Source: an optimization exercise on an open RTL-to-GDS flow (aim: small area, a short achievable clock period and few clock cycles per item). Production flows keep margins and buffers that such runs may drop.
Only simulation tests tie the RTL to the original design; equivalence was not proved.
Power and IR drop assume default switching activity.

===== flow/design.v =====
`timescale 1ns / 1ps
module COMP_Control(
    input clock,
    input rst,
    input start_trigger,
    input reset_act,
    input reset_data,
    input signed [15:0] K0,
    input signed [15:0] K1,
    input signed [15:0] K2,
    input signed [17:0] setPoint,
    input signed [17:0] data,
    output reg busy,
    output wire signed [15:0] COMP_output
    );
    reg [2:0] state;
    wire signed [16:0] K0_sign;
    wire signed [16:0] K1_sign;
    wire signed [16:0] K2_sign;
    assign K0_sign[16:0] = {1'b0,K0[15:0]};
    assign K1_sign[16:0] = {1'b0,K1[15:0]};
    assign K2_sign[16:0] = {1'b0,K2[15:0]};
    reg signed [20:0] difference;
    reg signed [20:0] difference_buf;
    reg signed [20:0] difference_buf2;
    reg signed [47:0] COMP_output_buf;
    assign COMP_output[15:0] = {COMP_output_buf[47],COMP_output_buf[29:15]};
    parameter STANDBY=0,
               CAL1=1,
               CAL2=2,
               RST=3,
               END_OF_CYCLE=4;
    always@ (posedge clock) begin
        if(rst==1'b1)begin
            state <= STANDBY;
            busy <= 1'b0;
            difference<=0;
            difference_buf<=0;
            difference_buf2<=0;
            COMP_output_buf<=0;
        end
        else if(reset_act==1'b1)begin
            if(reset_data==1'b1)begin
                difference<=0;
                difference_buf<=0;
                difference_buf2<=0;
                COMP_output_buf<=0;
            end
            else begin
                difference<=0;
                COMP_output_buf<=COMP_output_buf;
            end
            busy <= 1'b0;
        end
        else begin
            case(state)
                STANDBY: begin
                    if (start_trigger == 1'b1) begin
                        state <= CAL1;
                        busy <= 1'b1;
                    end
                    else begin
                        busy <= 1'b0;
                    end
                end
                CAL1: begin
                    state <= CAL2;
                    difference <= setPoint-data;
                    difference_buf <=difference;
                    difference_buf2 <= difference_buf;
                end
                CAL2: begin
                    state <= END_OF_CYCLE;
                    COMP_output_buf <= COMP_output_buf + difference * K0_sign- difference_buf * K1_sign+ difference_buf2 * K2_sign;
                end
                END_OF_CYCLE: begin
                    state <= STANDBY;
                end
                default:
                    state <= STANDBY;
            endcase
        end
    end
endmodule

===== flow/run.sh =====
#!/bin/bash
# synth_recipe.tcl (not shown) runs the flow's synth.tcl, then flattens the netlist and writes it again
# the make line also repeats each setting of config.mk as NAME=value (left out here)
make -C /OpenROAD-flow-scripts/flow DESIGN_CONFIG=/design/flow/config.mk WORK_HOME=/design/flow/orfs CLKGATE_MAP_FILE= SYNTH_SCRIPT=/design/flow/synth_recipe.tcl finish

===== flow/config.mk =====
export PLATFORM = sky130hd
export DESIGN_NAME = COMP_Control
export DESIGN_NICKNAME = COMP_Control
export VERILOG_FILES = /design/flow/design.v
export SDC_FILE = /design/flow/constraint.sdc
export NUM_CORES = 4
export LEC_CHECK = 0
export CAP_MARGIN = 20
export CORE_MARGIN = 2
export CORE_UTILIZATION = 40
export SLEW_MARGIN = 20

===== flow/constraint.sdc =====
create_clock -name core_clock -period 12.0 [get_ports {clock}]
set_input_delay 2.4000 -clock core_clock [delete_from_list [all_inputs] [get_ports {clock}]]
set_output_delay 2.4000 -clock core_clock [all_outputs]
set_load 0.01 [all_outputs]

==> results.txt <==
-- worst min-delay path by stage --
stage                                startpoint                               end  cells after the start
6_report       COMP_output_buf[33]$_SDFFE_PP0P_  COMP_output_buf[33]$_SDFFE_PP0P_                      2
5_1_grt        COMP_output_buf[40]$_SDFFE_PP0P_  COMP_output_buf[40]$_SDFFE_PP0P_                      2
4_1_cts        COMP_output_buf[44]$_SDFFE_PP0P_  COMP_output_buf[44]$_SDFFE_PP0P_                      2
3_5_place_dp   COMP_output_buf[44]$_SDFFE_PP0P_  COMP_output_buf[44]$_SDFFE_PP0P_                      2
3_3_place_gp   COMP_output_buf[44]$_SDFFE_PP0P_  COMP_output_buf[44]$_SDFFE_PP0P_                      2
2_1_floorplan  COMP_output_buf[30]$_SDFFE_PP0P_  COMP_output_buf[30]$_SDFFE_PP0P_                      2
-- cells in the mapped netlist (2+ instances only) --
cell type,n
o21ai_1,3
nor4_1,2
clkbuf_1,168
or3b_2,2
nand4_1,7
nor3_1,9
inv_1,1366
xnor2_1,47
buf_4,16
dfxtp_1,109
ha_1,269
nor3b_1,3
o21a_1,12
and4_1,3
a31oi_1,11
mux2i_1,4
o21bai_1,7
fa_1,1219
or4_1,3
and2_1,461
nand2_1,535
a211oi_1,10
nand3_1,14
a22oi_1,64
buf_1,10
a21o_1,23
o21ai_0,53
nor2_1,94
or3_1,6
a31o_2,2
and3_1,10
a21oi_1,73
o31ai_1,4
xor2_1,21
nor2b_1,8
nand2b_1,9
o2111ai_1,3
o211ai_1,12
or2_2,4
o31a_1,3
o41ai_2,2
-- sequential cells by signal, summed over array words and instances (netlist names) --
signal           cells
difference          19
difference_buf      19
COMP_output_buf     48
difference_buf2     19
state                3
busy                 1
-- cell type report --
class                   instances  area [sq um]  area share (%)
multi-input cells            3027         36200            76.8
inverters                    1366          5130            10.9
flip-flops and latches        109          2180            4.64
well taps                    1476          1850            3.92
repair buffers                157          1460            3.09
clock buffers                   9           225           0.479
clock inverters                 6          61.3           0.130
diodes                          1          2.50         0.00532
-- logic make-up after synthesis --
family | Yosys count
xor gates and xnor gates | 68
and+or+nand+nor | 1174
muxes | 4
adders and majority gates | 1488
AOI/OAI and AO/OA | 293
DFF | 109
buffers and inverters | 1560
-- per-layer routing --
| layer | GRT usage [%] | wire length [um] |
|---|---|---|
| met1 | 26.1 | 43000 |
| met2 | 38.2 | 60300 |
| met3 | 2.55 | 5040 |
| met4 | 8.27 | 4810 |
| met5 | 0 | 7 |
-- power by group through the flow --
| stage | logic [uW] | registers (uW) | clock network (uW) |
|---|---|---|---|
| finish | 8850 | 412 | 343 |
| global route | 9760 | 417 | 362 |
| CTS | 8790 | 413 | 352 |
| detailed placement | 8720 | 421 | 0 |
| global placement | 8690 | 420 | 0 |
| floorplan | 6360 | 402 | 0 |
-- critical path: cells and delay by family --
kind	cells	cell delay (ns)
adder cells (fa/ha/maj)	10	5.16
multiplexers	1	0.24
buffers and inverters	7	1.47
AND/OR/NAND/NOR	3	0.46
AO/OA/AOI/OAI	6	1.61
-- per-stage QoR --
step	setup slack [ns]	hold slack [ns]	power (uW)	cells
4_1_cts	1.07	0.469	9560	6149
2_1_floorplan	1.83	0.425	6760	4696
3_5_place_dp	0.665	0.449	9140	6134
6_report	0.951	0.465	9600	6151
3_3_place_gp	0.701	0.438	9110	6134
5_1_grt	0.486	0.486	10500	6151
==> impl_metrics.ini <==
[status]
outcome = finished clean

[cells_and_area]
layout_commonest_cell = inv_1
layout-drive-gt1-share_pct = 1.97
layout.nets = 6247
synthToLayoutAreaGrowth_pct = 6.46
post-route-util_pct = 43.1
final_cell_mix = inv_1 (1366), fa_1 (1219), nand2_1 (534), and2_1 (461), ha_1 (269)
n_fill_cell = 10800
final_cell_area_sq_um = 47100

[pwr]
pwr-share-comb_pct = 92.1
intPower_uw = 3990
switching_power_uw = 5610
seqPwrFrac_pct = 4.3
pwr-share-clk_pct = 3.6
p_sw_share_pct = 58.4
pwr_density_cell_nw_per_um2 = 204
power_leakage_uw = 0.0221
ir_worst_vdd_mv = 0.527

[sta]
worstMarginPinSlew_ns = 1.02
rsz0062_at_grt = false
fin_setup_tns_ns = 0
max_slew_margin_pct = 31.6
maxSlewViolCount = 0
finalCritPeriodShare_pct = 92.1
max_freq_ghz = 0.0905
fin_worst_skew_ns = 0.0372
final_hold_viol_count = 0
setup_violations = 0
period_needed_ns = 11.05

[clocking]
htreeDepth = 3
cts_made_buffers = 9
cts_root_buf = clkbuf_16
cts-resized-gates = 0
post_cts_buffers = 0
clock-sinks = 109
cts_tree = done
hold_buffers = 0
clock_latency_ns = 0.44
clockBufferDepth = 2
clkTransAtPathRegs_ns = 0.09

[worst_setup_path]
critical_path.slowest_cell = clkdlybuf4s50_1
worstSetupStartpointType = primary input
rr_startpoint = difference_buf[19]$_SDFFE_PP0P_
reg2reg_slack_ns = 2.99
crit_top_cell = fa_1
ff2ff_path_depth = 26
critical-path-max-stage-delay_ns = 0.84
cp_max_fo = 19
path_class = in2reg
critPathCaptureType = flop
arrival_ns = 11.37
setup.worst_path.start = K1[5]
crit_path_end = COMP_output_buf[45]$_SDFFE_PP0P_
crit_required_ns = 12.32
r2r-end = COMP_output_buf[45]$_SDFFE_PP0P_

[global_routing]
grt_max_degree = 43
track_usage_pct = 21.3
first_global_vias = 32600
grt_pass1_wl_um = 183000
grt_overflow = 0
grt_antenna_before_repair = 3

[synthesis]
synth_enable_flop_cells = 0
synthSimpleGateAreaFrac_pct = 13.1
ys_seq_area_share_pct = 4.94
ys_seq_elements = 109
synthArstFlopShare_pct = 0
syn_area_per_cell_sq_um = 9.41
yosysTopAreaCell = fa_1
synth-xor-area-share_pct = 1.35
netlist_area_sq_um = 44200
yosysWarnings = 1
synth-compound-area-share_pct = 4.38
synth_nets = 6273
syn_inst = 4696
synthAdderAreaFrac_pct = 62.8
ys.flop_type = dfxtp_1
synth.area.top_cells = fa_1 (55%), inv_1 (12%), ha_1 (7.6%)
synth_top_area_share_pct = 55.2
synthMuxAreaShare_pct = 0.0906
synth_top_family_by_area = adder cells
yosysUniqueCellTypes = 56

[route]
wl_um = 113000
drtIter0Drc = 1543
drc = 0
vias = 29800
viasPerCell = 4.85
ant_nets = 0
wire_per_inst_um = 18.4
drt_pass1_iterations = 5

[floorplanning]
fp.dieW_um = 336
coreArea_sq_um = 109000
row_count = 121
ios = 106
dieArea_sq_um = 113000
fp.dieH_um = 336
initial_core_util_pct = 40.4

[placement]
numPortBuffers = 105
post_dp_cell_area_sq_um = 46700
dpl.hpwl_um = 98100
place.gp.congestion = 0.910

[run]
cap_violations = 0

[min_path]
min_path_type = reg2reg
Testbench counts, summed over its fixed seeds: cycles 120,000, items 24,000.

[port drivers added, routing unchanged]
How much do the figures lean on ideal ports? The routed layout below was timed once more, with nothing changed but the port constraints.
Step 1: set_driving_cell puts a clkbuf_16 on clock and a buf_2 on each other input, an assumption about the parent block.
Step 2 adds t to the input delays and takes it off the output delays; t is the mean of the earliest and latest rising clock arrival at the registers after step 1. Input paths then give back, and output paths get back, about the clock's delay inside the block.
Three values: ideal ports, drivers, drivers and shift; two values: the first two.
shift t [ns]: 0.491
setup WS [ns]: 0.951 / 0.988 / 0.496
worst register clock-pin slew, ns: 0.11 / 0.11
After both steps setup and hold are still met in this run. For this run, drivers alone change the setup slack by +0.037 ns; drivers and shift together by -0.455 ns.
